What follows belongs to an exercise in optimizing a design on an open flow for small area; a production flow would make more cautious choices.
Only simulation tests tie the RTL to the original design; equivalence was not proved.
Power is estimated from default activity; no workload was simulated.

## flow/design.v (module list and top-level ports; edited modules follow where they fit)
// module field_map: 41 lines
// module piece_sequence: 45 lines
// module piece_digits: 595 lines
// module block_address: 127 lines
// module fall_time: 48 lines
// module wall_kicks: 221 lines
// module scoring: 78 lines
// module binary_to_bcd: 81 lines
// module increment_bcd: 82 lines
// module tetris_game: 843 lines
module tetris_game( input clk_in,
                    input reset_in,
                    input select_in,
                    input pause_in,
                    input up_in,
                    input down_in,
                    input left_in,
                    input right_in,
                    input rotate_in,
                    input hard_drop_in,
                    input soft_drop_in,
                    input hold_in,
                    output logic [5:0] game_state,
                    output logic pause_bgm,
                    output logic [1:0] sound_effect,
                    output logic start_blink,
                    output logic pause_select,
                    output logic game_over_select,
                    output logic write_enable,
                    output logic [8:0] square_write_addr,
                    output logic [3:0] write_color,
                    output logic flash_enable,
                    output logic [8:0] flash_addr,
                    output logic flash,
                    output logic speck_enable,
                    output logic [8:0] speck_addr,
                    output logic speck,
                    output logic [2:0] next_block_color,
                    output logic [2:0] hold_block_color,
                    output logic [31:0] score_bcd,
                    output [31:0] level_bcd,
                    output [31:0] lines_bcd
    );
  // ...
==> flow/run.sh <==
#!/bin/bash
# synth_recipe.tcl (not shown) runs the flow's synth.tcl, then flattens the netlist and writes it again
# the make line also repeats each setting of config.mk as NAME=value (left out here)
make -C /OpenROAD-flow-scripts/flow DESIGN_CONFIG=/design/flow/config.mk WORK_HOME=/design/flow/orfs CLKGATE_MAP_FILE= SYNTH_SCRIPT=/design/flow/synth_recipe.tcl finish
==> flow/config.mk <==
export PLATFORM = sky130hd
export DESIGN_NAME = tetris_game
export DESIGN_NICKNAME = tetris_game
export VERILOG_FILES = /design/flow/design.v
export SDC_FILE = /design/flow/constraint.sdc
export NUM_CORES = 4
export LEC_CHECK = 0
export CAP_MARGIN = 20
export CORE_MARGIN = 2
export CORE_UTILIZATION = 60
export GPL_TIMING_DRIVEN = 0
export PLACE_DENSITY = 0.7
export SLEW_MARGIN = 20
export SYNTH_MEMORY_MAX_BITS = 16384
==> flow/constraint.sdc <==
create_clock -name core_clock -period 10.0 [get_ports {clk_in}]
set_input_delay 2.0000 -clock core_clock [delete_from_list [all_inputs] [get_ports {clk_in}]]
set_output_delay 2.0000 -clock core_clock [all_outputs]
set_load 0.01 [all_outputs]
==> flow_summary_export.csv, run 1 <==
group,metric,value,unit
yosys,synth_mux_area_frac,0.0238,
yosys,ys_top_cells_by_area,"edfxtp_1 23%, dfxtp_1 13%, ha_1 5.4%",
cts,holdBufCountCts,0,
cts,cts_buffer_depth,3,
yosys,synth_compound_area_frac,0.253,
global_routing,busiest_layer,"met2",
global_routing,grtUsageTotal,0.816,
cts,cts_root_buf,"clkbuf_16",
yosys,ys_async_sr_fraction,0,
global_routing,grt.overflow.total,2610,
yosys,yosys_warnings,13,
global_routing,use_met3,0.688,
cts,cts_sinks,1156,
yosys,synth_cells,9771,
yosys,synth-xor-area-share,0.0331,
yosys,netlist.area_leader.share,0.232,
status,stop_error,"[ERROR GRT-0116] Global routing finished with congestion. Check the congestion regions in the DRC Viewer.",
global_routing,grt_max_degree,73,
status,lastStage,"5_1_grt",
place,gp_congestion,1.64,
yosys,synthFlopType,"edfxtp_1",
cts,cts_resized,0,
place,post_dp_cell_area,86800,µm²
floorplan,rows,135,
yosys,yosys-top-cells-count,"1158 x nor2_1, 906 x nand2_1, 775 x a21oi_1",
yosys,syn_area,81500,µm²
yosys,synth_edf_count,631,
floorplan,die_h,373,µm
cts,cts_made_buffers,121,
yosys,synth-seq-cells,1156,
floorplan,die_x,373,µm
place,place_inst,11800,
yosys,synth_cell_type_count,123,
yosys,yosysTopAreaCell,"edfxtp_1",
yosys,syn-mean-instance-area,8.34,µm²
yosys,synth_top_family_by_area,"compound AO/OA/AOI/OAI gates",
floorplan,initial_core_util,0.603,
yosys,yosys.area_share.simple,0.209,
global_routing,grtUsageMet1,0.823,
cts,post-cts-setup-buffer-count,0,
yosys,yosysMostFrequentCell,"nor2_1",
status,outcome,"did not finish",
place,io_buffer_count,138,
yosys,synthAdderAreaFrac,0.0683,
==> module piece_sequence, before the edit <==
module piece_sequence( input [9:0] bag,
                       input [2:0] pos,
                       input [7:1] used,
                       output logic [2:0] cur,
                       output logic [9:0] next_bag,
                       output logic [2:0] next_pos,
                       output logic [7:1] next_used
    );
    logic [13:0] digits;
    logic [2:0] d;
    piece_digits table1(.bag(bag), .digits(digits));
    always_comb begin
        case (pos)
            3'd0: d = digits[2:0];
            3'd1: d = digits[5:3];
            3'd2: d = digits[8:6];
            3'd3: d = {1'b0, digits[10:9]};
            3'd4: d = {1'b0, digits[12:11]};
            3'd5: d = {2'b0, digits[13]};
            default: d = 3'd0;
        endcase
    end
    always_comb begin
        logic [2:0] n;
        n = 3'd0;
        cur = 3'd0;
        for (int k = 1; k <= 7; k++) begin
            if (!used[k]) begin
                if (n == d) cur = 3'(k);
                n = n + 3'd1;
            end
        end
    end
    always_comb begin
        if (pos == 3'd6 || bag == 10'd585) begin
            next_bag = (bag == 10'd585) ? 10'd0 : bag + 10'd1;
            next_pos = 3'd0;
            next_used = 7'd0;
        end else begin
            next_bag = bag;
            next_pos = pos + 3'd1;
            next_used = used | (7'd1 << (cur - 3'd1));
        end
    end
endmodule
==> module piece_digits, before the edit <==
module piece_digits( input [9:0] bag,
                     output logic [13:0] digits
    );
    always_comb begin
        case (bag)
            10'd0: digits = 14'h122b;
            10'd1: digits = 14'h100d;
            10'd2: digits = 14'h1240;
            10'd3: digits = 14'h2452;
            10'd4: digits = 14'h310a;
            10'd5: digits = 14'h0e4b;
            10'd6: digits = 14'h085b;
            10'd7: digits = 14'h266b;
            10'd8: digits = 14'h0e19;
            10'd9: digits = 14'h109c;
            10'd10: digits = 14'h329e;
            10'd11: digits = 14'h22ab;
            10'd12: digits = 14'h221a;
            10'd13: digits = 14'h2c61;
            10'd14: digits = 14'h340e;
            10'd15: digits = 14'h3714;
            10'd16: digits = 14'h2f25;
            10'd17: digits = 14'h36c4;
            10'd18: digits = 14'h2c9b;
            10'd19: digits = 14'h1099;
            10'd20: digits = 14'h14ec;
            10'd21: digits = 14'h172c;
            10'd22: digits = 14'h2841;
            10'd23: digits = 14'h106d;
            10'd24: digits = 14'h2f2c;
            10'd25: digits = 14'h0d00;
            10'd26: digits = 14'h3004;
            10'd27: digits = 14'h0cde;
            10'd28: digits = 14'h36d3;
            10'd29: digits = 14'h0a25;
            10'd30: digits = 14'h10d4;
            10'd31: digits = 14'h0658;
            10'd32: digits = 14'h06d6;
            10'd33: digits = 14'h2208;
            10'd34: digits = 14'h22c3;
            10'd35: digits = 14'h1329;
            10'd36: digits = 14'h282e;
            10'd37: digits = 14'h2a65;
            10'd38: digits = 14'h164b;
            10'd39: digits = 14'h049c;
            10'd40: digits = 14'h20a3;
            10'd41: digits = 14'h080b;
            10'd42: digits = 14'h0aae;
            10'd43: digits = 14'h2262;
            10'd44: digits = 14'h2e92;
            10'd45: digits = 14'h2f21;
            10'd46: digits = 14'h30d6;
            10'd47: digits = 14'h361d;
            10'd48: digits = 14'h1085;
            10'd49: digits = 14'h0429;
            10'd50: digits = 14'h2ede;
            10'd51: digits = 14'h2665;
            10'd52: digits = 14'h2318;
            10'd53: digits = 14'h0ac3;
            10'd54: digits = 14'h0eec;
            10'd55: digits = 14'h2e82;
            10'd56: digits = 14'h3483;
            10'd57: digits = 14'h265a;
            10'd58: digits = 14'h0f0a;
            10'd59: digits = 14'h2263;
            10'd60: digits = 14'h2653;
            10'd61: digits = 14'h051e;
            10'd62: digits = 14'h292a;
            10'd63: digits = 14'h0d1e;
            10'd64: digits = 14'h289b;
            10'd65: digits = 14'h0f2a;
            10'd66: digits = 14'h20a5;
            10'd67: digits = 14'h229e;
            10'd68: digits = 14'h06c0;
            10'd69: digits = 14'h0ece;
            10'd70: digits = 14'h1420;
            10'd71: digits = 14'h0216;
            10'd72: digits = 14'h021b;
            10'd73: digits = 14'h20ce;
            10'd74: digits = 14'h3023;
            10'd75: digits = 14'h2690;
            10'd76: digits = 14'h0ce6;
            10'd77: digits = 14'h0006;
            10'd78: digits = 14'h3483;
            10'd79: digits = 14'h2eda;
            10'd80: digits = 14'h260c;
            10'd81: digits = 14'h0603;
            10'd82: digits = 14'h12e6;
            10'd83: digits = 14'h0a09;
            10'd84: digits = 14'h0e19;
            10'd85: digits = 14'h066a;
            10'd86: digits = 14'h2e0a;
            10'd87: digits = 14'h121d;
            10'd88: digits = 14'h1125;
            10'd89: digits = 14'h2245;
            10'd90: digits = 14'h2054;
            10'd91: digits = 14'h34c1;
            10'd92: digits = 14'h2093;
            10'd93: digits = 14'h0824;
            10'd94: digits = 14'h2aca;
            10'd95: digits = 14'h2e24;
            10'd96: digits = 14'h30dd;
            10'd97: digits = 14'h3510;
            10'd98: digits = 14'h080c;
            10'd99: digits = 14'h30ea;
            10'd100: digits = 14'h24c3;
            10'd101: digits = 14'h2ec8;
            10'd102: digits = 14'h066e;
            10'd103: digits = 14'h0c49;
            10'd104: digits = 14'h2716;
            10'd105: digits = 14'h248b;
            10'd106: digits = 14'h0090;
            10'd107: digits = 14'h302b;
            10'd108: digits = 14'h2c80;
            10'd109: digits = 14'h2281;
            10'd110: digits = 14'h0861;
            10'd111: digits = 14'h0c9d;
            10'd112: digits = 14'h20d1;
            10'd113: digits = 14'h06e5;
            10'd114: digits = 14'h06a9;
            10'd115: digits = 14'h2c68;
            10'd116: digits = 14'h0259;
            10'd117: digits = 14'h1019;
            10'd118: digits = 14'h0a58;
            10'd119: digits = 14'h0ee6;
            10'd120: digits = 14'h230d;
            10'd121: digits = 14'h2623;
            10'd122: digits = 14'h0f28;
            10'd123: digits = 14'h1715;
            10'd124: digits = 14'h3620;
            10'd125: digits = 14'h0a69;
            10'd126: digits = 14'h0ac3;
            10'd127: digits = 14'h24c5;
            10'd128: digits = 14'h3011;
            10'd129: digits = 14'h150a;
            10'd130: digits = 14'h245a;
            10'd131: digits = 14'h1651;
            10'd132: digits = 14'h092d;
            10'd133: digits = 14'h046d;
            10'd134: digits = 14'h1056;
            10'd135: digits = 14'h08e4;
            10'd136: digits = 14'h205c;
            10'd137: digits = 14'h1288;
            10'd138: digits = 14'h1103;
            10'd139: digits = 14'h0622;
            10'd140: digits = 14'h0084;
            10'd141: digits = 14'h2055;
            10'd142: digits = 14'h264d;
            10'd143: digits = 14'h025e;
            10'd144: digits = 14'h0450;
            10'd145: digits = 14'h0a14;
            10'd146: digits = 14'h36e0;
            10'd147: digits = 14'h32eb;
            10'd148: digits = 14'h2a29;
            10'd149: digits = 14'h3655;
            10'd150: digits = 14'h04e9;
            10'd151: digits = 14'h1309;
            10'd152: digits = 14'h28ab;
            10'd153: digits = 14'h2ee8;
            10'd154: digits = 14'h2652;
            10'd155: digits = 14'h2b03;
            10'd156: digits = 14'h28ce;
            10'd157: digits = 14'h3044;
            10'd158: digits = 14'h1309;
            10'd159: digits = 14'h00eb;
            10'd160: digits = 14'h372d;
            10'd161: digits = 14'h3483;
            10'd162: digits = 14'h28de;
            10'd163: digits = 14'h26c0;
            10'd164: digits = 14'h065b;
            10'd165: digits = 14'h0e6d;
            10'd166: digits = 14'h2cd0;
            10'd167: digits = 14'h2922;
            10'd168: digits = 14'h1088;
            10'd169: digits = 14'h0cc6;
            10'd170: digits = 14'h08d5;
            10'd171: digits = 14'h2c9a;
            10'd172: digits = 14'h2262;
            10'd173: digits = 14'h06e8;
            10'd174: digits = 14'h24e3;
            10'd175: digits = 14'h08ac;
            10'd176: digits = 14'h060b;
            10'd177: digits = 14'h30e5;
            10'd178: digits = 14'h0324;
            10'd179: digits = 14'h26a3;
            10'd180: digits = 14'h22cd;
            10'd181: digits = 14'h2858;
            10'd182: digits = 14'h3491;
            10'd183: digits = 14'h0cc3;
            10'd184: digits = 14'h0019;
            10'd185: digits = 14'h1604;
            10'd186: digits = 14'h2911;
            10'd187: digits = 14'h3681;
            10'd188: digits = 14'h2f20;
            10'd189: digits = 14'h345a;
            10'd190: digits = 14'h04ca;
            10'd191: digits = 14'h1002;
            10'd192: digits = 14'h0aa8;
            10'd193: digits = 14'h340e;
            10'd194: digits = 14'h2d24;
            10'd195: digits = 14'h2519;
            10'd196: digits = 14'h0b29;
            10'd197: digits = 14'h08c8;
            10'd198: digits = 14'h3202;
            10'd199: digits = 14'h2c46;
            10'd200: digits = 14'h1289;
            10'd201: digits = 14'h2f0a;
            10'd202: digits = 14'h06a0;
            10'd203: digits = 14'h0c06;
            10'd204: digits = 14'h0066;
            10'd205: digits = 14'h166e;
            10'd206: digits = 14'h2e6a;
            10'd207: digits = 14'h24ca;
            10'd208: digits = 14'h200c;
            10'd209: digits = 14'h0881;
            10'd210: digits = 14'h2e0e;
            10'd211: digits = 14'h0a8b;
            10'd212: digits = 14'h3219;
            10'd213: digits = 14'h3656;
            10'd214: digits = 14'h091d;
            10'd215: digits = 14'h34a3;
            10'd216: digits = 14'h0a2d;
            10'd217: digits = 14'h2223;
            10'd218: digits = 14'h16e4;
            10'd219: digits = 14'h1612;
            10'd220: digits = 14'h20ca;
            10'd221: digits = 14'h1728;
            10'd222: digits = 14'h0a03;
            10'd223: digits = 14'h2522;
            10'd224: digits = 14'h3514;
            10'd225: digits = 14'h10ae;
            10'd226: digits = 14'h2294;
            10'd227: digits = 14'h0c5e;
            10'd228: digits = 14'h04a0;
            10'd229: digits = 14'h2528;
            10'd230: digits = 14'h06a6;
            10'd231: digits = 14'h0d09;
            10'd232: digits = 14'h366b;
            10'd233: digits = 14'h02d0;
            10'd234: digits = 14'h2288;
            10'd235: digits = 14'h1680;
            10'd236: digits = 14'h3003;
            10'd237: digits = 14'h2245;
            10'd238: digits = 14'h1616;
            10'd239: digits = 14'h0ae9;
            10'd240: digits = 14'h04ad;
            10'd241: digits = 14'h34a9;
            10'd242: digits = 14'h284b;
            10'd243: digits = 14'h08d3;
            10'd244: digits = 14'h2318;
            10'd245: digits = 14'h200b;
            10'd246: digits = 14'h0e4d;
            10'd247: digits = 14'h3695;
            10'd248: digits = 14'h126e;
            10'd249: digits = 14'h0658;
            10'd250: digits = 14'h2ea2;
            10'd251: digits = 14'h16cc;
            10'd252: digits = 14'h3669;
            10'd253: digits = 14'h2c1e;
            10'd254: digits = 14'h2418;
            10'd255: digits = 14'h0ce0;
            10'd256: digits = 14'h22cc;
            10'd257: digits = 14'h22c2;
            10'd258: digits = 14'h02e9;
            10'd259: digits = 14'h2cda;
            10'd260: digits = 14'h2e54;
            10'd261: digits = 14'h341e;
            10'd262: digits = 14'h2a4d;
            10'd263: digits = 14'h1715;
            10'd264: digits = 14'h2810;
            10'd265: digits = 14'h32a6;
            10'd266: digits = 14'h2c05;
            10'd267: digits = 14'h22c6;
            10'd268: digits = 14'h3119;
            10'd269: digits = 14'h02c4;
            10'd270: digits = 14'h0f13;
            10'd271: digits = 14'h34d4;
            10'd272: digits = 14'h08cd;
            10'd273: digits = 14'h12ce;
            10'd274: digits = 14'h3452;
            10'd275: digits = 14'h2e4d;
            10'd276: digits = 14'h0e61;
            10'd277: digits = 14'h0899;
            10'd278: digits = 14'h0cda;
            10'd279: digits = 14'h265b;
            10'd280: digits = 14'h20a2;
            10'd281: digits = 14'h0aae;
            10'd282: digits = 14'h0496;
            10'd283: digits = 14'h064e;
            10'd284: digits = 14'h240c;
            10'd285: digits = 14'h124b;
            10'd286: digits = 14'h08e4;
            10'd287: digits = 14'h28eb;
            10'd288: digits = 14'h2c1d;
            10'd289: digits = 14'h06d8;
            10'd290: digits = 14'h06dd;
            10'd291: digits = 14'h0528;
            10'd292: digits = 14'h34c6;
            10'd293: digits = 14'h2e89;
            10'd294: digits = 14'h300e;
            10'd295: digits = 14'h3404;
            10'd296: digits = 14'h366b;
            10'd297: digits = 14'h246e;
            10'd298: digits = 14'h36ca;
            10'd299: digits = 14'h0505;
            10'd300: digits = 14'h1726;
            10'd301: digits = 14'h1694;
            10'd302: digits = 14'h3112;
            10'd303: digits = 14'h121e;
            10'd304: digits = 14'h3420;
            10'd305: digits = 14'h0f2e;
            10'd306: digits = 14'h2810;
            10'd307: digits = 14'h142a;
            10'd308: digits = 14'h052a;
            10'd309: digits = 14'h14ca;
            10'd310: digits = 14'h2894;
            10'd311: digits = 14'h22ce;
            10'd312: digits = 14'h0aa8;
            10'd313: digits = 14'h046c;
            10'd314: digits = 14'h08a4;
            10'd315: digits = 14'h0e6b;
            10'd316: digits = 14'h0659;
            10'd317: digits = 14'h28c1;
            10'd318: digits = 14'h2112;
            10'd319: digits = 14'h2a6b;
            10'd320: digits = 14'h1249;
            10'd321: digits = 14'h14e8;
            10'd322: digits = 14'h0112;
            10'd323: digits = 14'h34db;
            10'd324: digits = 14'h06d4;
            10'd325: digits = 14'h201e;
            10'd326: digits = 14'h364e;
            10'd327: digits = 14'h0d2c;
            10'd328: digits = 14'h32e8;
            10'd329: digits = 14'h2a69;
            10'd330: digits = 14'h2e1c;
            10'd331: digits = 14'h169a;
            10'd332: digits = 14'h26cb;
            10'd333: digits = 14'h125b;
            10'd334: digits = 14'h0e63;
            10'd335: digits = 14'h2859;
            10'd336: digits = 14'h06c0;
            10'd337: digits = 14'h0b20;
            10'd338: digits = 14'h0b16;
            10'd339: digits = 14'h0a88;
            10'd340: digits = 14'h2d23;
            10'd341: digits = 14'h0ca6;
            10'd342: digits = 14'h2ea0;
            10'd343: digits = 14'h20d8;
            10'd344: digits = 14'h2316;
            10'd345: digits = 14'h22d6;
            10'd346: digits = 14'h00da;
            10'd347: digits = 14'h2c4a;
            10'd348: digits = 14'h210b;
            10'd349: digits = 14'h3320;
            10'd350: digits = 14'h06e5;
            10'd351: digits = 14'h0850;
            10'd352: digits = 14'h260d;
            10'd353: digits = 14'h264d;
            10'd354: digits = 14'h20d6;
            10'd355: digits = 14'h2914;
            10'd356: digits = 14'h2c03;
            10'd357: digits = 14'h08d8;
            10'd358: digits = 14'h0d00;
            10'd359: digits = 14'h3214;
            10'd360: digits = 14'h052b;
            10'd361: digits = 14'h372d;
            10'd362: digits = 14'h10e0;
            10'd363: digits = 14'h0718;
            10'd364: digits = 14'h1516;
            10'd365: digits = 14'h0d0d;
            10'd366: digits = 14'h12c0;
            10'd367: digits = 14'h3423;
            10'd368: digits = 14'h3215;
            10'd369: digits = 14'h26d4;
            10'd370: digits = 14'h370a;
            10'd371: digits = 14'h3064;
            10'd372: digits = 14'h0eab;
            10'd373: digits = 14'h065c;
            10'd374: digits = 14'h209c;
            10'd375: digits = 14'h2a43;
            10'd376: digits = 14'h149a;
            10'd377: digits = 14'h332b;
            10'd378: digits = 14'h00ce;
            10'd379: digits = 14'h0410;
            10'd380: digits = 14'h2a9b;
            10'd381: digits = 14'h0ece;
            10'd382: digits = 14'h2f2a;
            10'd383: digits = 14'h3613;
            10'd384: digits = 14'h2453;
            10'd385: digits = 14'h0a93;
            10'd386: digits = 14'h212b;
            10'd387: digits = 14'h0a25;
            10'd388: digits = 14'h2f2e;
            10'd389: digits = 14'h2ae6;
            10'd390: digits = 14'h2621;
            10'd391: digits = 14'h141a;
            10'd392: digits = 14'h2888;
            10'd393: digits = 14'h12d0;
            10'd394: digits = 14'h3490;
            10'd395: digits = 14'h3043;
            10'd396: digits = 14'h0021;
            10'd397: digits = 14'h0f1b;
            10'd398: digits = 14'h321a;
            10'd399: digits = 14'h0119;
            10'd400: digits = 14'h1418;
            10'd401: digits = 14'h10d0;
            10'd402: digits = 14'h0093;
            10'd403: digits = 14'h1644;
            10'd404: digits = 14'h00e5;
            10'd405: digits = 14'h2a5a;
            10'd406: digits = 14'h36ed;
            10'd407: digits = 14'h1029;
            10'd408: digits = 14'h0698;
            10'd409: digits = 14'h2b09;
            10'd410: digits = 14'h321b;
            10'd411: digits = 14'h20e1;
            10'd412: digits = 14'h06ae;
            10'd413: digits = 14'h0d0c;
            10'd414: digits = 14'h006c;
            10'd415: digits = 14'h2ca9;
            10'd416: digits = 14'h250e;
            10'd417: digits = 14'h1622;
            10'd418: digits = 14'h3454;
            10'd419: digits = 14'h1496;
            10'd420: digits = 14'h0c4c;
            10'd421: digits = 14'h2e23;
            10'd422: digits = 14'h271b;
            10'd423: digits = 14'h2681;
            10'd424: digits = 14'h2a9b;
            10'd425: digits = 14'h042b;
            10'd426: digits = 14'h3725;
            10'd427: digits = 14'h0066;
            10'd428: digits = 14'h3295;
            10'd429: digits = 14'h26e4;
            10'd430: digits = 14'h2a48;
            10'd431: digits = 14'h0d0b;
            10'd432: digits = 14'h3410;
            10'd433: digits = 14'h30eb;
            10'd434: digits = 14'h060b;
            10'd435: digits = 14'h3058;
            10'd436: digits = 14'h102a;
            10'd437: digits = 14'h2682;
            10'd438: digits = 14'h14c8;
            10'd439: digits = 14'h34e0;
            10'd440: digits = 14'h2118;
            10'd441: digits = 14'h3424;
            10'd442: digits = 14'h2aae;
            10'd443: digits = 14'h2926;
            10'd444: digits = 14'h0328;
            10'd445: digits = 14'h2d2b;
            10'd446: digits = 14'h04d8;
            10'd447: digits = 14'h0e88;
            10'd448: digits = 14'h151a;
            10'd449: digits = 14'h3099;
            10'd450: digits = 14'h36a4;
            10'd451: digits = 14'h2d16;
            10'd452: digits = 14'h145e;
            10'd453: digits = 14'h0d21;
            10'd454: digits = 14'h2425;
            10'd455: digits = 14'h2214;
            10'd456: digits = 14'h0821;
            10'd457: digits = 14'h1453;
            10'd458: digits = 14'h2449;
            10'd459: digits = 14'h2288;
            10'd460: digits = 14'h24e9;
            10'd461: digits = 14'h1498;
            10'd462: digits = 14'h04e1;
            10'd463: digits = 14'h10c1;
            10'd464: digits = 14'h2825;
            10'd465: digits = 14'h2901;
            10'd466: digits = 14'h0a5a;
            10'd467: digits = 14'h0e23;
            10'd468: digits = 14'h2e8b;
            10'd469: digits = 14'h068d;
            10'd470: digits = 14'h0928;
            10'd471: digits = 14'h24c5;
            10'd472: digits = 14'h0312;
            10'd473: digits = 14'h26d9;
            10'd474: digits = 14'h106a;
            10'd475: digits = 14'h16aa;
            10'd476: digits = 14'h0a58;
            10'd477: digits = 14'h304b;
            10'd478: digits = 14'h02e3;
            10'd479: digits = 14'h24d0;
            10'd480: digits = 14'h02dd;
            10'd481: digits = 14'h14c2;
            10'd482: digits = 14'h1110;
            10'd483: digits = 14'h34c8;
            10'd484: digits = 14'h0884;
            10'd485: digits = 14'h22a6;
            10'd486: digits = 14'h1098;
            10'd487: digits = 14'h2b1e;
            10'd488: digits = 14'h2700;
            10'd489: digits = 14'h230a;
            10'd490: digits = 14'h1101;
            10'd491: digits = 14'h2e29;
            10'd492: digits = 14'h1509;
            10'd493: digits = 14'h0cd5;
            10'd494: digits = 14'h0329;
            10'd495: digits = 14'h026d;
            10'd496: digits = 14'h0104;
            10'd497: digits = 14'h1718;
            10'd498: digits = 14'h3282;
            10'd499: digits = 14'h30c0;
            10'd500: digits = 14'h0503;
            10'd501: digits = 14'h302a;
            10'd502: digits = 14'h0462;
            10'd503: digits = 14'h2aea;
            10'd504: digits = 14'h2445;
            10'd505: digits = 14'h2203;
            10'd506: digits = 14'h070d;
            10'd507: digits = 14'h072a;
            10'd508: digits = 14'h2442;
            10'd509: digits = 14'h1100;
            10'd510: digits = 14'h2f08;
            10'd511: digits = 14'h2642;
            10'd512: digits = 14'h2b1d;
            10'd513: digits = 14'h3466;
            10'd514: digits = 14'h0820;
            10'd515: digits = 14'h1600;
            10'd516: digits = 14'h1480;
            10'd517: digits = 14'h210e;
            10'd518: digits = 14'h0eec;
            10'd519: digits = 14'h36a2;
            10'd520: digits = 14'h2acb;
            10'd521: digits = 14'h0ed0;
            10'd522: digits = 14'h1020;
            10'd523: digits = 14'h0f10;
            10'd524: digits = 14'h2a0b;
            10'd525: digits = 14'h282e;
            10'd526: digits = 14'h364c;
            10'd527: digits = 14'h1014;
            10'd528: digits = 14'h2066;
            10'd529: digits = 14'h0a91;
            10'd530: digits = 14'h0326;
            10'd531: digits = 14'h2904;
            10'd532: digits = 14'h0f1b;
            10'd533: digits = 14'h0468;
            10'd534: digits = 14'h362e;
            10'd535: digits = 14'h16e9;
            10'd536: digits = 14'h062c;
            10'd537: digits = 14'h3685;
            10'd538: digits = 14'h252b;
            10'd539: digits = 14'h3289;
            10'd540: digits = 14'h0723;
            10'd541: digits = 14'h224d;
            10'd542: digits = 14'h1262;
            10'd543: digits = 14'h065c;
            10'd544: digits = 14'h1126;
            10'd545: digits = 14'h370c;
            10'd546: digits = 14'h0460;
            10'd547: digits = 14'h0ce3;
            10'd548: digits = 14'h1103;
            10'd549: digits = 14'h20ab;
            10'd550: digits = 14'h331a;
            10'd551: digits = 14'h271d;
            10'd552: digits = 14'h109a;
            10'd553: digits = 14'h2c51;
            10'd554: digits = 14'h0254;
            10'd555: digits = 14'h3710;
            10'd556: digits = 14'h2c5e;
            10'd557: digits = 14'h0f2c;
            10'd558: digits = 14'h3260;
            10'd559: digits = 14'h2229;
            10'd560: digits = 14'h300a;
            10'd561: digits = 14'h2e58;
            10'd562: digits = 14'h365b;
            10'd563: digits = 14'h10a6;
            10'd564: digits = 14'h0840;
            10'd565: digits = 14'h06ee;
            10'd566: digits = 14'h3064;
            10'd567: digits = 14'h0e82;
            10'd568: digits = 14'h350c;
            10'd569: digits = 14'h16a8;
            10'd570: digits = 14'h0a25;
            10'd571: digits = 14'h1299;
            10'd572: digits = 14'h26e3;
            10'd573: digits = 14'h0a1c;
            10'd574: digits = 14'h3062;
            10'd575: digits = 14'h1526;
            10'd576: digits = 14'h1650;
            10'd577: digits = 14'h2f1c;
            10'd578: digits = 14'h2a4c;
            10'd579: digits = 14'h28e1;
            10'd580: digits = 14'h06d0;
            10'd581: digits = 14'h069a;
            10'd582: digits = 14'h1303;
            10'd583: digits = 14'h2ecc;
            10'd584: digits = 14'h0a4a;
            10'd585: digits = 14'h0002;
            default: digits = 14'h0000;
        endcase
    end
endmodule
==> module wall_kicks, before the edit <==
module wall_kicks( input [2:0] block_color,
                   input [1:0] block_state,
                   input [3:0] block_x,
                   input [4:0] block_y,
                   input [2:0] kicks_tried,
                   output logic [3:0] kick_block_x,
                   output logic [4:0] kick_block_y
    );
    parameter RED = 3'b001;
    parameter ORANGE = 3'b010;
    parameter YELLOW = 3'b011;
    parameter GREEN = 3'b100;
    parameter BLUE = 3'b101;
    parameter PURPLE = 3'b110;
    parameter CYAN = 3'b111;
    always_comb begin
        if (block_color == RED || block_color == ORANGE || block_color == GREEN ||
          block_color == BLUE || block_color == PURPLE) begin
            case(block_state)
                0: begin
                    case(kicks_tried)
                        0: begin
                            kick_block_x = block_x - 1;
                            kick_block_y = block_y;
                        end
                        1: begin
                            kick_block_x = block_x - 1;
                            kick_block_y = block_y + 1;
                        end
                        2: begin
                            kick_block_x = block_x;
                            kick_block_y = block_y - 2;
                        end
                        3: begin
                            kick_block_x = block_x - 1;
                            kick_block_y = block_y - 2;
                        end
                        default: begin
                            kick_block_x = block_x;
                            kick_block_y = block_y;
                        end
                    endcase
                end
                1: begin
                    case(kicks_tried)
                        0: begin
                            kick_block_x = block_x + 1;
                            kick_block_y = block_y;
                        end
                        1: begin
                            kick_block_x = block_x + 1;
                            kick_block_y = block_y - 1;
                        end
                        2: begin
                            kick_block_x = block_x;
                            kick_block_y = block_y + 2;
                        end
                        3: begin
                            kick_block_x = block_x + 1;
                            kick_block_y = block_y + 2;
                        end
                        default: begin
                            kick_block_x = block_x;
                            kick_block_y = block_y;
                        end
                    endcase
                end
                2: begin
                    case(kicks_tried)
                        0: begin
                            kick_block_x = block_x + 1;
                            kick_block_y = block_y;
                        end
                        1: begin
                            kick_block_x = block_x + 1;
                            kick_block_y = block_y + 1;
                        end
                        2: begin
                            kick_block_x = block_x;
                            kick_block_y = block_y - 2;
                        end
                        3: begin
                            kick_block_x = block_x + 1;
                            kick_block_y = block_y - 2;
                        end
                        default: begin
                            kick_block_x = block_x;
                            kick_block_y = block_y;
                        end
                    endcase
                end
                3: begin
                    case(kicks_tried)
                        0: begin
                            kick_block_x = block_x - 1;
                            kick_block_y = block_y;
                        end
                        1: begin
                            kick_block_x = block_x - 1;
                            kick_block_y = block_y - 1;
                        end
                        2: begin
                            kick_block_x = block_x;
                            kick_block_y = block_y + 2;
                        end
                        3: begin
                            kick_block_x = block_x - 1;
                            kick_block_y = block_y + 2;
                        end
                        default: begin
                            kick_block_x = block_x;
                            kick_block_y = block_y;
                        end
                    endcase
                end
            endcase
        end else if (block_color == CYAN) begin
            case(block_state)
                0: begin
                    case(kicks_tried)
                        0: begin
                            kick_block_x = block_x - 2;
                            kick_block_y = block_y;
                        end
                        1: begin
                            kick_block_x = block_x + 1;
                            kick_block_y = block_y;
                        end
                        2: begin
                            kick_block_x = block_x - 2;
                            kick_block_y = block_y - 1;
                        end
                        3: begin
                            kick_block_x = block_x + 1;
                            kick_block_y = block_y + 2;
                        end
                        default: begin
                            kick_block_x = block_x;
                            kick_block_y = block_y;
                        end
                    endcase
                end
                1: begin
                    case(kicks_tried)
                        0: begin
                            kick_block_x = block_x - 1;
                            kick_block_y = block_y;
                        end
                        1: begin
                            kick_block_x = block_x + 2;
                            kick_block_y = block_y;
                        end
                        2: begin
                            kick_block_x = block_x - 1;
                            kick_block_y = block_y + 2;
                        end
                        3: begin
                            kick_block_x = block_x + 2;
                            kick_block_y = block_y - 1;
                        end
                        default: begin
                            kick_block_x = block_x;
                            kick_block_y = block_y;
                        end
                    endcase
                end
                2: begin
                    case(kicks_tried)
                        0: begin
                            kick_block_x = block_x + 2;
                            kick_block_y = block_y;
                        end
                        1: begin
                            kick_block_x = block_x - 1;
                            kick_block_y = block_y;
                        end
                        2: begin
                            kick_block_x = block_x + 2;
                            kick_block_y = block_y + 1;
                        end
                        3: begin
                            kick_block_x = block_x - 1;
                            kick_block_y = block_y - 2;
                        end
                        default: begin
                            kick_block_x = block_x;
                            kick_block_y = block_y;
                        end
                    endcase
                end
                3: begin
                    case(kicks_tried)
                        0: begin
                            kick_block_x = block_x + 1;
                            kick_block_y = block_y;
                        end
                        1: begin
                            kick_block_x = block_x - 2;
                            kick_block_y = block_y;
                        end
                        2: begin
                            kick_block_x = block_x + 1;
                            kick_block_y = block_y - 2;
                        end
                        3: begin
                            kick_block_x = block_x - 2;
                            kick_block_y = block_y + 1;
                        end
                        default: begin
                            kick_block_x = block_x;
                            kick_block_y = block_y;
                        end
                    endcase
                end
            endcase
        end else begin
            kick_block_x = block_x;
            kick_block_y = block_y;
        end   
    end
endmodule
==> module binary_to_bcd, before the edit <==
module binary_to_bcd( input clk_in,
                      input [5:0] game_state,
                      input start,
                      input [23:0] binary_in,
                      output logic [31:0] bcd_out,
                      output logic busy
    );
    parameter RESET = 1;
    parameter IDLE = 0;
    parameter BUSY = 1;
    parameter DONE = 2;
    logic [1:0] state;
    logic [23:0] bin_in;
    logic [7:1] ge;
    assign ge[7] = bin_in >= 10_000_000;
    assign ge[6] = bin_in >= 1_000_000;
    assign ge[5] = bin_in >= 100_000;
    assign ge[4] = bin_in >= 10_000;
    assign ge[3] = bin_in >= 1_000;
    assign ge[2] = bin_in >= 100;
    assign ge[1] = bin_in >= 10;
    logic [7:1] sel;
    logic [23:0] pow;
    always_comb begin
        sel = 7'd0;
        pow = 24'd0;
        if (ge[7]) begin sel[7] = 1'b1; pow = 24'd10_000_000; end
        else if (ge[6]) begin sel[6] = 1'b1; pow = 24'd1_000_000; end
        else if (ge[5]) begin sel[5] = 1'b1; pow = 24'd100_000; end
        else if (ge[4]) begin sel[4] = 1'b1; pow = 24'd10_000; end
        else if (ge[3]) begin sel[3] = 1'b1; pow = 24'd1_000; end
        else if (ge[2]) begin sel[2] = 1'b1; pow = 24'd100; end
        else if (ge[1]) begin sel[1] = 1'b1; pow = 24'd10; end
    end
    logic [3:0] digit, digit_inc;
    always_comb begin
        digit = 4'd0;
        for (int k = 1; k <= 7; k++)
            if (sel[k]) digit = digit | bcd_out[4*k +: 4];
        digit_inc = digit + 4'd1;
    end
    always_ff @ (posedge clk_in) begin
        if (game_state == RESET) begin
            bcd_out <= 0;
            bin_in <= 0;
            state <= IDLE;
            busy <= 0;
        end else case(state)
            IDLE: begin
                if (start) begin
                    bcd_out[31:28] <= (binary_in >= 10_000_000) ? 4'h0 : 4'hA;
                    bcd_out[27:24] <= (binary_in >= 1_000_000) ? 4'h0 : 4'hA;
                    bcd_out[23:20] <= (binary_in >= 100_000) ? 4'h0 : 4'hA;
                    bcd_out[19:16] <= (binary_in >= 10_000) ? 4'h0 : 4'hA;
                    bcd_out[15:12] <= (binary_in >= 1_000) ? 4'h0 : 4'hA;
                    bcd_out[11:8] <= (binary_in >= 100) ? 4'h0 : 4'hA;
                    bcd_out[7:4] <= (binary_in >= 10) ? 4'h0 : 4'hA;
                    bcd_out[3:0] <= 4'h0;
                    bin_in <= binary_in;
                    state <= BUSY;
                    busy <= 1;
                end else state <= IDLE;
            end
            BUSY: begin
                if (sel != 7'd0) begin
                    bin_in <= bin_in - pow;
                    for (int k = 1; k <= 7; k++)
                        if (sel[k]) bcd_out[4*k +: 4] <= digit_inc;
                end else begin
                    bcd_out[3:0] <= bin_in[3:0];
                    state <= DONE;
                    busy <= 0;
                end
            end
            DONE: begin
                state <= IDLE;
            end
            default: state <= IDLE;
        endcase
    end
endmodule
==> run 2: changes to the inputs <==
--- a/flow/design.v
+++ b/flow/design.v
@@ -45,2 +45,3 @@
                        input [7:1] used,
+                       input [13:0] digits,        
                        output logic [2:0] cur,
@@ -48,7 +49,9 @@
                        output logic [2:0] next_pos,
-                       output logic [7:1] next_used
+                       output logic [7:1] next_used,
+                       output logic [13:0] next_digits,
+                       output logic [13:0] first_digits   
     );
-    logic [13:0] digits;
+    logic [13:0] ahead;
+    piece_digits table1(.bag(bag + 10'd1), .digits(ahead), .first(first_digits));
     logic [2:0] d;
-    piece_digits table1(.bag(bag), .digits(digits));
     always_comb begin
@@ -80,2 +83,3 @@
             next_used = 7'd0;
+            next_digits = (bag == 10'd585) ? first_digits : ahead;
         end else begin
@@ -84,2 +88,3 @@
             next_used = used | (7'd1 << (cur - 3'd1));
+            next_digits = digits;
         end
@@ -88,4 +93,6 @@
 module piece_digits( input [9:0] bag,
-                     output logic [13:0] digits
+                     output logic [13:0] digits,
+                     output logic [13:0] first      
     );
+    assign first = 14'h122b;
     always_comb begin
@@ -683,10 +690,7 @@
 `timescale 1ns / 1ps
-module block_address( input [2:0] block_color,
-                      input [1:0] block_state,
-                      input [3:0] block_x,
-                      input [7:0] row,
-                      input [1:0] square,
-                      output logic [8:0] addr
+module block_offset( input [2:0] block_color,
+                     input [1:0] block_state,
+                     input [1:0] square,
+                     output logic [5:0] off
     );
-    logic [5:0] off;
     always_comb begin
@@ -808,3 +812,2 @@
     end
-    assign addr = block_x + row * 9'd14 + off;
 endmodule
@@ -875,206 +878,43 @@
     parameter CYAN = 3'b111;
+    logic kicks;
+    logic [3:0] dx;
+    logic [4:0] dy;
+    assign kicks = (block_color != 3'd0) && (block_color != YELLOW) && !kicks_tried[2];
     always_comb begin
-        if (block_color == RED || block_color == ORANGE || block_color == GREEN ||
-          block_color == BLUE || block_color == PURPLE) begin
-            case(block_state)
-                0: begin
-                    case(kicks_tried)
-                        0: begin
-                            kick_block_x = block_x - 1;
-                            kick_block_y = block_y;
-                        end
-                        1: begin
-                            kick_block_x = block_x - 1;
-                            kick_block_y = block_y + 1;
-                        end
-                        2: begin
-                            kick_block_x = block_x;
-                            kick_block_y = block_y - 2;
-                        end
-                        3: begin
-                            kick_block_x = block_x - 1;
-                            kick_block_y = block_y - 2;
-                        end
-                        default: begin
-                            kick_block_x = block_x;
-                            kick_block_y = block_y;
-                        end
-                    endcase
-                end
-                1: begin
-                    case(kicks_tried)
-                        0: begin
-                            kick_block_x = block_x + 1;
-                            kick_block_y = block_y;
-                        end
-                        1: begin
-                            kick_block_x = block_x + 1;
-                            kick_block_y = block_y - 1;
-                        end
-                        2: begin
-                            kick_block_x = block_x;
-                            kick_block_y = block_y + 2;
-                        end
-                        3: begin
-                            kick_block_x = block_x + 1;
-                            kick_block_y = block_y + 2;
-                        end
-                        default: begin
-                            kick_block_x = block_x;
-                            kick_block_y = block_y;
-                        end
-                    endcase
-                end
-                2: begin
-                    case(kicks_tried)
-                        0: begin
-                            kick_block_x = block_x + 1;
-                            kick_block_y = block_y;
-                        end
-                        1: begin
-                            kick_block_x = block_x + 1;
-                            kick_block_y = block_y + 1;
-                        end
-                        2: begin
-                            kick_block_x = block_x;
-                            kick_block_y = block_y - 2;
-                        end
-                        3: begin
-                            kick_block_x = block_x + 1;
-                            kick_block_y = block_y - 2;
-                        end
-                        default: begin
-                            kick_block_x = block_x;
-                            kick_block_y = block_y;
-                        end
-                    endcase
-                end
-                3: begin
-                    case(kicks_tried)
-                        0: begin
-                            kick_block_x = block_x - 1;
-                            kick_block_y = block_y;
-                        end
-                        1: begin
-                            kick_block_x = block_x - 1;
-                            kick_block_y = block_y - 1;
-                        end
-                        2: begin
-                            kick_block_x = block_x;
-                            kick_block_y = block_y + 2;
-                        end
-                        3: begin
-                            kick_block_x = block_x - 1;
-                            kick_block_y = block_y + 2;
-                        end
-                        default: begin
-                            kick_block_x = block_x;
-                            kick_block_y = block_y;
-                        end
-                    endcase
-                end
-            endcase
-        end else if (block_color == CYAN) begin
-            case(block_state)
-                0: begin
-                    case(kicks_tried)
-                        0: begin
-                            kick_block_x = block_x - 2;
-                            kick_block_y = block_y;
-                        end
-                        1: begin
-                            kick_block_x = block_x + 1;
-                            kick_block_y = block_y;
-                        end
-                        2: begin
-                            kick_block_x = block_x - 2;
-                            kick_block_y = block_y - 1;
-                        end
-                        3: begin
-                            kick_block_x = block_x + 1;
-                            kick_block_y = block_y + 2;
-                        end
-                        default: begin
-                            kick_block_x = block_x;
-                            kick_block_y = block_y;
-                        end
-                    endcase
-                end
-                1: begin
-                    case(kicks_tried)
-                        0: begin
-                            kick_block_x = block_x - 1;
-                            kick_block_y = block_y;
-                        end
-                        1: begin
-                            kick_block_x = block_x + 2;
-                            kick_block_y = block_y;
-                        end
-                        2: begin
-                            kick_block_x = block_x - 1;
-                            kick_block_y = block_y + 2;
-                        end
-                        3: begin
-                            kick_block_x = block_x + 2;
-                            kick_block_y = block_y - 1;
-                        end
-                        default: begin
-                            kick_block_x = block_x;
-                            kick_block_y = block_y;
-                        end
-                    endcase
-                end
-                2: begin
-                    case(kicks_tried)
-                        0: begin
-                            kick_block_x = block_x + 2;
-                            kick_block_y = block_y;
-                        end
-                        1: begin
-                            kick_block_x = block_x - 1;
-                            kick_block_y = block_y;
-                        end
-                        2: begin
-                            kick_block_x = block_x + 2;
-                            kick_block_y = block_y + 1;
-                        end
-                        3: begin
-                            kick_block_x = block_x - 1;
-                            kick_block_y = block_y - 2;
-                        end
-                        default: begin
-                            kick_block_x = block_x;
-                            kick_block_y = block_y;
-                        end
-                    endcase
-                end
-                3: begin
-                    case(kicks_tried)
-                        0: begin
-                            kick_block_x = block_x + 1;
-                            kick_block_y = block_y;
-                        end
-                        1: begin
-                            kick_block_x = block_x - 2;
-                            kick_block_y = block_y;
-                        end
-                        2: begin
-                            kick_block_x = block_x + 1;
-                            kick_block_y = block_y - 2;
-                        end
-                        3: begin
-                            kick_block_x = block_x - 2;
-                            kick_block_y = block_y + 1;
-                        end
-                        default: begin
-                            kick_block_x = block_x;
-                            kick_block_y = block_y;
-                        end
-                    endcase
-                end
-            endcase
-        end else begin
-            kick_block_x = block_x;
-            kick_block_y = block_y;
-        end   
+        case ({block_color == CYAN, block_state, kicks_tried[1:0]})
+            5'b0_00_00: begin dx = -4'd1; dy = 5'd0; end
+            5'b0_00_01: begin dx = -4'd1; dy = 5'd1; end
+            5'b0_00_10: begin dx = 4'd0; dy = -5'd2; end
+            5'b0_00_11: begin dx = -4'd1; dy = -5'd2; end
+            5'b0_01_00: begin dx = 4'd1; dy = 5'd0; end
+            5'b0_01_01: begin dx = 4'd1; dy = -5'd1; end
+            5'b0_01_10: begin dx = 4'd0; dy = 5'd2; end
+            5'b0_01_11: begin dx = 4'd1; dy = 5'd2; end
+            5'b0_10_00: begin dx = 4'd1; dy = 5'd0; end
+            5'b0_10_01: begin dx = 4'd1; dy = 5'd1; end
+            5'b0_10_10: begin dx = 4'd0; dy = -5'd2; end
+            5'b0_10_11: begin dx = 4'd1; dy = -5'd2; end
+            5'b0_11_00: begin dx = -4'd1; dy = 5'd0; end
+            5'b0_11_01: begin dx = -4'd1; dy = -5'd1; end
+            5'b0_11_10: begin dx = 4'd0; dy = 5'd2; end
+            5'b0_11_11: begin dx = -4'd1; dy = 5'd2; end
+            5'b1_00_00: begin dx = -4'd2; dy = 5'd0; end
+            5'b1_00_01: begin dx = 4'd1; dy = 5'd0; end
+            5'b1_00_10: begin dx = -4'd2; dy = -5'd1; end
+            5'b1_00_11: begin dx = 4'd1; dy = 5'd2; end
+            5'b1_01_00: begin dx = -4'd1; dy = 5'd0; end
+            5'b1_01_01: begin dx = 4'd2; dy = 5'd0; end
+            5'b1_01_10: begin dx = -4'd1; dy = 5'd2; end
+            5'b1_01_11: begin dx = 4'd2; dy = -5'd1; end
+            5'b1_10_00: begin dx = 4'd2; dy = 5'd0; end
+            5'b1_10_01: begin dx = -4'd1; dy = 5'd0; end
+            5'b1_10_10: begin dx = 4'd2; dy = 5'd1; end
+            5'b1_10_11: begin dx = -4'd1; dy = -5'd2; end
+            5'b1_11_00: begin dx = 4'd1; dy = 5'd0; end
+            5'b1_11_01: begin dx = -4'd2; dy = 5'd0; end
+            5'b1_11_10: begin dx = 4'd1; dy = -5'd2; end
+            5'b1_11_11: begin dx = -4'd2; dy = 5'd1; end
+        endcase
+        kick_block_x = (kicks) ? block_x + dx : block_x;
+        kick_block_y = (kicks) ? block_y + dy : block_y;
     end
@@ -1174,2 +1014,3 @@
     logic [23:0] bin_in;
+    logic first;
     logic [7:1] ge;
@@ -1206,2 +1047,3 @@
             bin_in <= 0;
+            first <= 0;
             state <= IDLE;
@@ -1211,11 +1053,4 @@
                 if (start) begin
-                    bcd_out[31:28] <= (binary_in >= 10_000_000) ? 4'h0 : 4'hA;
-                    bcd_out[27:24] <= (binary_in >= 1_000_000) ? 4'h0 : 4'hA;
-                    bcd_out[23:20] <= (binary_in >= 100_000) ? 4'h0 : 4'hA;
-                    bcd_out[19:16] <= (binary_in >= 10_000) ? 4'h0 : 4'hA;
-                    bcd_out[15:12] <= (binary_in >= 1_000) ? 4'h0 : 4'hA;
-                    bcd_out[11:8] <= (binary_in >= 100) ? 4'h0 : 4'hA;
-                    bcd_out[7:4] <= (binary_in >= 10) ? 4'h0 : 4'hA;
-                    bcd_out[3:0] <= 4'h0;
                     bin_in <= binary_in;
+                    first <= 1;
                     state <= BUSY;
@@ -1225,2 +1060,6 @@
             BUSY: begin
+                first <= 0;
+                if (first)
+                    for (int k = 1; k <= 7; k++)
+                        bcd_out[4*k +: 4] <= (ge[k]) ? 4'h0 : 4'hA;
                 if (sel != 7'd0) begin
@@ -1228,3 +1067,3 @@
                     for (int k = 1; k <= 7; k++)
-                        if (sel[k]) bcd_out[4*k +: 4] <= digit_inc;
+                        if (sel[k]) bcd_out[4*k +: 4] <= (first) ? 4'h1 : digit_inc;
                 end else begin
@@ -1433,3 +1272,2 @@
     logic [23:0] score;
-    logic [8:0] square_read_addr;
     logic [2:0] read_color;
@@ -1441,5 +1279,7 @@
     logic [7:1] seq_used, seq_next_used;
+    logic [13:0] seq_digits, seq_next_digits, seq_first_digits;
     logic [2:0] seq_color, seq_rd;
-    piece_sequence block_buffer(.bag(seq_bag), .pos(seq_pos), .used(seq_used), .cur(seq_color),
-       .next_bag(seq_next_bag), .next_pos(seq_next_pos), .next_used(seq_next_used));
+    piece_sequence block_buffer(.bag(seq_bag), .pos(seq_pos), .used(seq_used), .digits(seq_digits),
+       .cur(seq_color), .next_bag(seq_next_bag), .next_pos(seq_next_pos), .next_used(seq_next_used),
+       .next_digits(seq_next_digits), .first_digits(seq_first_digits));
     always_ff @(posedge clk_in) begin
@@ -1461,2 +1301,4 @@
     logic [8:0] read_a, read_b, write_addr;
+    logic shift_rd;
+    logic [8:0] shift_addr;
     field_map field(.clk(clk_in), .we(fill_enable), .waddr((write_enable) ? square_write_addr : fill_addr),
@@ -1464,4 +1306,3 @@
        .row(row_number), .row_full(row_full),
-       .rb((game_state == ROW_SHIFT_WRITE) ? square_read_addr : read_b), .cell_b(cell_b));
-    assign read_color = cell_b[2:0];
+       .rb((shift_rd) ? shift_addr : read_b), .cell_b(cell_b));
     logic collide;
@@ -1472,6 +1313,2 @@
     logic [4:0] new_block_y;
-    block_address read_addr_a(.block_color(new_block_color), .block_state(new_block_state), .block_x(new_block_x),
-       .row(read_row), .square({read_wait, 1'b0}), .addr(read_a));
-    block_address read_addr_b(.block_color(new_block_color), .block_state(new_block_state), .block_x(new_block_x),
-       .row(read_row), .square({read_wait, 1'b1}), .addr(read_b));
     logic [2:0] w_color;
@@ -1507,4 +1344,60 @@
     end
-    block_address write_addr1(.block_color(w_color), .block_state(w_state), .block_x(w_x),
-       .row(w_row), .square(2'd3 - lst_idx), .addr(write_addr));
+    logic [2:0] p_color;
+    logic [1:0] p_state;
+    logic [3:0] p_x;
+    logic [7:0] p_row;
+    logic p_second;
+    always_comb begin
+        p_color = new_block_color;
+        p_state = new_block_state;
+        p_x = new_block_x;
+        p_row = read_row;
+        p_second = 1'b1;
+        case (game_state)
+            BLOCK_READ: begin
+                p_row = {3'b0, new_block_y};
+                p_second = 1'b0;
+            end
+            GAME_PLAY: begin
+                p_color = block_color;
+                p_state = block_state;
+                p_x = block_x;
+                p_row = ghost_row;
+                p_second = 1'b0;
+            end
+            BLOCK_CHECK, GHOST_CHECK: begin
+                p_row = read_row + 8'd1;
+                p_second = 1'b0;
+            end
+            default: ;
+        endcase
+    end
+    logic [5:0] off_ra, off_rb;
+    logic [8:0] r_base;
+    block_offset offset_ra(.block_color(p_color), .block_state(p_state), .square({p_second, 1'b0}), .off(off_ra));
+    block_offset offset_rb(.block_color(p_color), .block_state(p_state), .square({p_second, 1'b1}), .off(off_rb));
+    assign r_base = p_x + p_row * 9'd14;
+    always_ff @(posedge clk_in) begin
+        read_a <= r_base + off_ra;
+        read_b <= r_base + off_rb;
+    end
+    logic row_mode;
+    assign row_mode = (game_state == RESET_GRID || game_state == ROW_FLASH_ON || game_state == ROW_FLASH_OFF ||
+        game_state == ROW_CLEAR || game_state == ROW_SHIFT_READ || game_state == ROW_SHIFT_WRITE);
+    logic [3:0] g_x;
+    logic [7:0] g_row;
+    logic [5:0] off_w, table_w;
+    block_offset offset_w(.block_color(w_color), .block_state(w_state), .square(2'd3 - lst_idx), .off(table_w));
+    always_comb begin
+        if (row_mode) begin
+            g_x = i;
+            g_row = {3'b0, op_row};
+            off_w = 6'd3;
+        end else begin
+            g_x = w_x;
+            g_row = w_row;
+            off_w = table_w;
+        end
+    end
+    assign write_addr = g_x + g_row * 9'd14 + off_w;
     logic lst_last;
@@ -1547,3 +1440,22 @@
     logic [19:0] cleared_rows_buffer;
-    logic [19:0] temp_rows_buffer;
+    logic [2:0] row_idx;
+    logic [4:0] cur_row;
+    always_comb begin
+        case (row_idx)
+            3'd0: cur_row = cleared_rows_buffer[4:0];
+            3'd1: cur_row = cleared_rows_buffer[9:5];
+            3'd2: cur_row = cleared_rows_buffer[14:10];
+            3'd3: cur_row = cleared_rows_buffer[19:15];
+            default: cur_row = 5'd0;
+        endcase
+    end
+    logic [4:0] op_row;
+    always_comb begin
+        if (game_state == RESET_GRID) op_row = j;
+        else if (game_state == ROW_SHIFT_READ) op_row = cur_row - j - 5'd1;
+        else if (game_state == ROW_SHIFT_WRITE) op_row = cur_row - j;
+        else op_row = cur_row;
+    end
+    logic [8:0] row_addr;
+    assign row_addr = write_addr;
     logic flash_count;
@@ -1575,3 +1487,7 @@
             square_write_addr <= 0;
-            square_read_addr <= 0;
+            read_color <= 0;
+            shift_rd <= 0;
+            shift_addr <= 0;
+            fill_enable <= 0;
+            fill_addr <= 0;
             write_color <= 0;
@@ -1588,2 +1504,3 @@
             seq_used <= 0;
+            seq_digits <= seq_first_digits;
             bcd_blank <= 0;
@@ -1592,4 +1509,2 @@
             score_bcd <= 0;
-            fill_enable <= 0;
-            fill_addr <= 0;
             new_block_color <= 0;
@@ -1617,3 +1532,3 @@
             cleared_rows_buffer <= 0;
-            temp_rows_buffer <= 0;
+            row_idx <= 0;
             flash_count <= 0;
@@ -1626,3 +1541,3 @@
             START_SCREEN: begin
-                begin seq_bag <= seq_next_bag; seq_pos <= seq_next_pos; seq_used <= seq_next_used; end
+                begin seq_bag <= seq_next_bag; seq_pos <= seq_next_pos; seq_used <= seq_next_used; seq_digits <= seq_next_digits; end
                 wait_count <= (wait_count == 11138) ? 0 : wait_count + 1;
@@ -1654,9 +1569,9 @@
                     write_color <= 0;                   
-                    square_write_addr <= (ROW_START_X + i) + j * MAP_WIDTH;
+                    square_write_addr <= row_addr;
                     speck_enable <= 1;
                     speck <= 0;
-                    speck_addr <= (ROW_START_X + i) + j * MAP_WIDTH;
+                    speck_addr <= row_addr;
                     flash_enable <= 1;
                     flash <= 0;
-                    flash_addr <= (ROW_START_X + i) + j * MAP_WIDTH;
+                    flash_addr <= row_addr;
                     i <= (i == ROW_WIDTH - 1) ? 0 : i + 1;
@@ -1674,3 +1589,3 @@
                     new_block_y <= (next_block_color == CYAN) ? BLOCK_Y_START + 1 : BLOCK_Y_START;
-                    begin seq_bag <= seq_next_bag; seq_pos <= seq_next_pos; seq_used <= seq_next_used; end
+                    begin seq_bag <= seq_next_bag; seq_pos <= seq_next_pos; seq_used <= seq_next_used; seq_digits <= seq_next_digits; end
                     fall_count <= 0;
@@ -1864,3 +1779,3 @@
                         new_block_y <= (next_block_color == CYAN) ? BLOCK_Y_START + 1 : BLOCK_Y_START;
-                        begin seq_bag <= seq_next_bag; seq_pos <= seq_next_pos; seq_used <= seq_next_used; end
+                        begin seq_bag <= seq_next_bag; seq_pos <= seq_next_pos; seq_used <= seq_next_used; seq_digits <= seq_next_digits; end
                         fall_count <= 0;
@@ -1973,3 +1888,3 @@
                         flash_count <= 0;
-                        temp_rows_buffer <= cleared_rows_buffer;
+                        row_idx <= 0;
                         i <= 0;
@@ -1978,3 +1893,3 @@
                         sound_effect <= CLEAR_SOUND;
-                        temp_rows_buffer <= cleared_rows_buffer;
+                        row_idx <= 0;
                         i <= 0;
@@ -2006,8 +1921,8 @@
             ROW_FLASH_ON: begin
-                if (temp_rows_buffer[4:0]) begin
+                if (cur_row != 0) begin
                     flash_enable <= 1;
                     flash <= 1;
-                    flash_addr <= (ROW_START_X + i) + temp_rows_buffer[4:0] * MAP_WIDTH;
+                    flash_addr <= row_addr;
                     i <= (i == ROW_WIDTH - 1) ? 0 : i + 1;
-                    temp_rows_buffer <= (i == ROW_WIDTH - 1) ? {5'b0, temp_rows_buffer[19:5]} : temp_rows_buffer;
+                    if (i == ROW_WIDTH - 1) row_idx <= row_idx + 3'd1;
                 end else begin
@@ -2021,3 +1936,3 @@
                     game_state <= ROW_FLASH_OFF;
-                    temp_rows_buffer <= cleared_rows_buffer;
+                    row_idx <= 0;
                     i <= 0;
@@ -2026,8 +1941,8 @@
             ROW_FLASH_OFF: begin
-                if (temp_rows_buffer[4:0]) begin
+                if (cur_row != 0) begin
                     flash_enable <= 1;
                     flash <= 0;
-                    flash_addr <= (ROW_START_X + i) + temp_rows_buffer[4:0] * MAP_WIDTH;
+                    flash_addr <= row_addr;
                     i <= (i == ROW_WIDTH - 1) ? 0 : i + 1;
-                    temp_rows_buffer <= (i == ROW_WIDTH - 1) ? {5'b0, temp_rows_buffer[19:5]} : temp_rows_buffer;
+                    if (i == ROW_WIDTH - 1) row_idx <= row_idx + 3'd1;
                 end else begin
@@ -2042,3 +1957,3 @@
                     game_state <= (flash_count) ? ROW_CLEAR : ROW_FLASH_ON;
-                    temp_rows_buffer <= cleared_rows_buffer;
+                    row_idx <= 0;
                     i <= 0;
@@ -2050,7 +1965,7 @@
                 if (i < ROW_WIDTH) begin
-                    if (temp_rows_buffer[4:0]) begin
+                    if (cur_row != 0) begin
                         write_enable <= 1;
                         write_color <= 0;
-                        square_write_addr <= (ROW_START_X + i) + temp_rows_buffer[4:0] * MAP_WIDTH;
-                        temp_rows_buffer <= {5'b0, temp_rows_buffer[19:5]};
+                        square_write_addr <= row_addr;
+                        row_idx <= row_idx + 3'd1;
                     end else begin
@@ -2062,2 +1977,3 @@
                     game_state <= ROW_SHIFT_READ;
+                    row_idx <= 0;
                     i <= 0;
@@ -2069,3 +1985,3 @@
                     game_state <= ROW_CLEAR;
-                    temp_rows_buffer <= cleared_rows_buffer;
+                    row_idx <= 0;
                     i <= i + 1;
@@ -2074,8 +1990,9 @@
             ROW_SHIFT_READ: begin
-                if (cleared_rows_buffer) begin
-                    if (j < cleared_rows_buffer[4:0]) begin
-                        square_read_addr <= (ROW_START_X + i) + ((cleared_rows_buffer[4:0] - j) - 1) * MAP_WIDTH;
+                if (cur_row != 0) begin
+                    if (j < cur_row) begin
+                        shift_addr <= row_addr;
+                        shift_rd <= 1;
                         game_state <= ROW_SHIFT_WAIT;
                     end else begin
-                        cleared_rows_buffer <= {5'b0, cleared_rows_buffer[19:5]};
+                        row_idx <= row_idx + 3'd1;
                         i <= 0;
@@ -2095,2 +2012,4 @@
             ROW_SHIFT_WAIT: begin
+                read_color <= cell_b[2:0];
+                shift_rd <= 0;
                 game_state <= ROW_SHIFT_WRITE;
@@ -2101,3 +2020,3 @@
                 write_color <= {1'b0, read_color};
-                square_write_addr <= square_read_addr + MAP_WIDTH;
+                square_write_addr <= row_addr;
                 game_state <= ROW_SHIFT_READ;
@@ -2121,3 +2040,3 @@
                     new_block_y <= (next_block_color == CYAN) ? BLOCK_Y_START + 1 : BLOCK_Y_START;;
-                    begin seq_bag <= seq_next_bag; seq_pos <= seq_next_pos; seq_used <= seq_next_used; end
+                    begin seq_bag <= seq_next_bag; seq_pos <= seq_next_pos; seq_used <= seq_next_used; seq_digits <= seq_next_digits; end
                     fall_count <= 0;
--- a/flow/config.mk
+++ b/flow/config.mk
@@ -7,8 +7,11 @@
 export LEC_CHECK = 0
-export CAP_MARGIN = 20
+export CAP_MARGIN = 35
 export CORE_MARGIN = 2
-export CORE_UTILIZATION = 60
-export GPL_TIMING_DRIVEN = 0
-export PLACE_DENSITY = 0.7
-export SLEW_MARGIN = 20
+export CORE_UTILIZATION = 30
+export CTS_BUF_LIST = sky130_fd_sc_hd__clkbuf_8
+export CTS_CLUSTER_DIAMETER = 60
+export CTS_CLUSTER_SIZE = 10
+export PLACE_DENSITY = 0.42
+export SETUP_SLACK_MARGIN = 0.2
+export SLEW_MARGIN = 35
 export SYNTH_MEMORY_MAX_BITS = 16384
==> run 2 against run 1 <==
Now clean on timing, DRC and antenna. Synthesized area decreased by 5.0%. Synthesized cell count fell by 5.3%.
==> flow_summary_export.csv, run 2 <==
group,metric,value,unit
status,outcome,"no timing/DRC/antenna violations",
yosys,synth_cell_type_count,95,
power_and_ir_drop,power.density,221,nW/µm²
worst_setup_path,reg2reg_slack,2.88,ns
cts,clock_latency,0.96,ns
timing,hold_viol,0,
cells_and_area,fillers,27200,
place,gp_congestion,1.07,
worst_setup_path,r2r_end,"scoring1.score[23]",
floorplan,initial_core_util,0.302,
timing,maxSlewHeadroom,0.243,
yosys,syn-mean-instance-area,8.37,µm²
run,cap_violations,0,
cells_and_area,final-seq-area,29600,µm²
global_routing,grt_pass1_vias,77000,
routing,drc,0,
routing,detail-route-antenna-nets,0,
yosys,ys_async_sr_fraction,0,
global_routing,antenna_found_initial,32,
cts,cts_buffer_depth,3,
worst_setup_path,slowest_delay,0.60,ns
timing,rsz0062_at_grt,"no",
worst_setup_path,crit_fanout,12,
cells_and_area,final_cell_mix,"1047 x nor2_1, 925 x nand2_1, 713 x a21oi_1",
power_and_ir_drop,finalPower,19.2,mW
cells_and_area,area_growth,12.3,%
yosys,synthFlopType,"edfxtp_1",
power_and_ir_drop,total_leakage_power,29.8,nW
cts,cts.htree.levels,4,
worst_setup_path,start_kind,"flop",
place,post_dp_cell_area,83600,µm²
timing,max_freq,140,MHz
worst_setup_path,path_buf_inv,3,
yosys,yosys-top-cells-count,"1078 x nor2_1, 936 x nand2_1, 714 x a21oi_1",
floorplan,die_x,512,µm
yosys,netlist.area_leader.share,0.245,
cts,cts_resized,0,
cells_and_area,regMostFlops,"field.cells",
routing,post_drt_wl_per_cell,36.8,µm
cells_and_area,multi_input_area,45100,µm²
cells_and_area,final_common_cell,"nor2_1",
timing,finalSetupTns,0,ns
routing,wl,467000,µm
cells_and_area,fin_area,87000,µm²
worst_setup_path,critical_path_class,"flop to flop",
yosys,synth_cells,9255,
cts,holdBufCountCts,0,
cells_and_area,final_layout_size_suffix_gt1_frac,0.0887,
cts,clk_pin_slew_worst_paths,0.08,ns
worst_setup_path,path_common_cell,"ha_1",
cts,cts_root_buf,"clkbuf_8",
global_routing,grt_max_degree,114,
cells_and_area,largest_reg_flops,630,
routing,firstDrtPassIters,9,
min_path,holdPathStages,0,
routing,vias_per_cell,6.41,
cts,post-cts-setup-buffer-count,0,
place,dp_hpwl,343000,µm
worst_setup_path,cpMaxStageDelayCell,"dfxtp_1",
routing,drt_iter0_drc,11800,
yosys,syn_area,77500,µm²
yosys,synth-seq-cells,1162,
min_path,hold_class,"flop to flop",
cts,cts_tree,"done",
cts,cts_sinks,1162,
global_routing,grtUsageTotal,0.342,
power_and_ir_drop,ir_drop,0.135,mV
floorplan,io_pins,162,
yosys,ys_top_cells_by_area,"edfxtp_1 24%, dfxtp_1 14%, nor2_1 5.2%",
cells_and_area,nNetsFinal,9545,
timing,fin_crit,7.12,ns
floorplan,rows,186,
timing,slew_violations,0,
worst_setup_path,cpLargestDelayFamily,"adder cells",
floorplan,die_area,262000,µm²
routing,vias,81500,
min_path,hold_start,"seq_rd[1]",
cts,cts_made_buffers,161,
timing,setup_viol,0,
floorplan,core,257000,µm²
timing,fin_crit_sh,0.712,
yosys,yosysMostFrequentCell,"nor2_1",
yosys,yosysSeqAreaShare,0.382,
worst_setup_path,rr_worst_depth,27,
min_path,hold_end,"next_block_color[1]",
worst_setup_path,r2r_start,"old_level[2]",
worst_setup_path,cp-end-kind,"flop",
worst_setup_path,critPathRequiredTime,10.90,ns
place,io_buffer_count,139,
timing,tightest_slew,1.13,ns
global_routing,grt_pass1_wl,640000,µm
worst_setup_path,crit_arrival,8.03,ns
global_routing,grt.overflow.total,0,
yosys,yosys_warnings,13,
floorplan,die_h,512,µm
yosys,yosysTopAreaCell,"edfxtp_1",
yosys,synth_edf_count,631,
timing,skew,0.0597,ns
## run 2: logic make-up after synthesis
family | synth area share
flip-flops | 0.382
other | 0.0000484
AND/OR/NAND/NOR | 0.208
buffers and inverters | 0.0490
adder cells (fa/ha/maj) | 0.0595
multiplexers | 0.0272
XOR/XNOR | 0.0297
AO/OA/AOI/OAI | 0.244
## run 2: final cells by class
cell class,count,area share
Inverter,263,0.0114
Tap cell,3384,0.0487
Timing Repair Buffer,452,0.0443
Clock buffer,176,0.0279
Multi-Input combinational cell,7150,0.518
Clock inverter,99,0.00878
Sequential cell,1162,0.340
Antenna cell,17,0.000489
## run 2: worst max-delay path by stage
stage,cells past startpoint,from,endpoint
CTS,27,old_level[2],scoring1.score[23]
detailed placement,28,old_level[2],scoring1.score[23]
global placement,27,old_level[2],scoring1.score[23]
floorplan,28,old_level[1],scoring1.score[23]
global route,28,old_level[2],scoring1.score[23]
finish,27,old_level[2],scoring1.score[23]
## run 2: worst register-to-register path: cells and delay by family (launching register included)
family                   cells  cell delay [ns]
flip-flops                   1             0.60
AO/OA/AOI/OAI               10             2.04
XOR/XNOR                     2             0.39
buffers and inverters        3             0.15
AND/OR/NAND/NOR              4             0.76
adder cells (fa/ha/maj)      8             3.13
## run 2: routing by layer
metal	global-route usage	vias to the layer above	share of wire
li1	-	34600	-
met1	0.449	40600	0.41
met2	0.506	5030	0.42
met3	0.0985	1183	0.11
met4	0.180	28	0.063
met5	0	-	0.00036
## run 2: power breakdown
part	total, mW	internal (mW)	switching (mW)
clock	3.97	1.84	2.13
sequential	6.41	5.71	0.706
combinational	8.85	2.77	6.08
## run 2: stage by stage
step,hold WS [ns],util,cells,setup WS [ns]
finish,0.338,0.339,12700,2.88
CTS,0.347,0.338,12700,2.85
floorplan,0.310,-,9276,3.52
detailed placement,0.322,0.325,12400,2.82
global route,0.353,0.338,12700,2.22
global placement,0.322,0.324,12400,2.69

## afterwards: timing with drivers on the ports
How much do the figures lean on ideal ports? The routed layout below was timed once more, with nothing changed but the port constraints.
Step 1 (the two cells are an assumption about what drives the block):
set clk [get_ports {clk_in}]
set_driving_cell -lib_cell sky130_fd_sc_hd__clkbuf_16 $clk
set_driving_cell -lib_cell sky130_fd_sc_hd__buf_2 [delete_from_list [all_inputs] $clk]
Step 2 times the ports against the registers' clock, not the clock port: input delays grow and output delays shrink by t, the midpoint of the rising clock arrivals with the driver on.
Slacks: no drivers / after step 1 / after step 2; pairs: no drivers / after step 1.
run: run 2
shift t [ns]: 1.034
setup WS [ns]: 2.875 / 2.875 / 2.875
worst register clock-pin slew, ns: 0.08 / 0.08
worst data-port slew with drivers (ns): 0.06
cell pins on the clock port's net: 1
After both steps setup and hold are still met in run 2. The setup slack of run 2 moves by 0.000 ns with the drivers and by 0.000 ns with both steps.
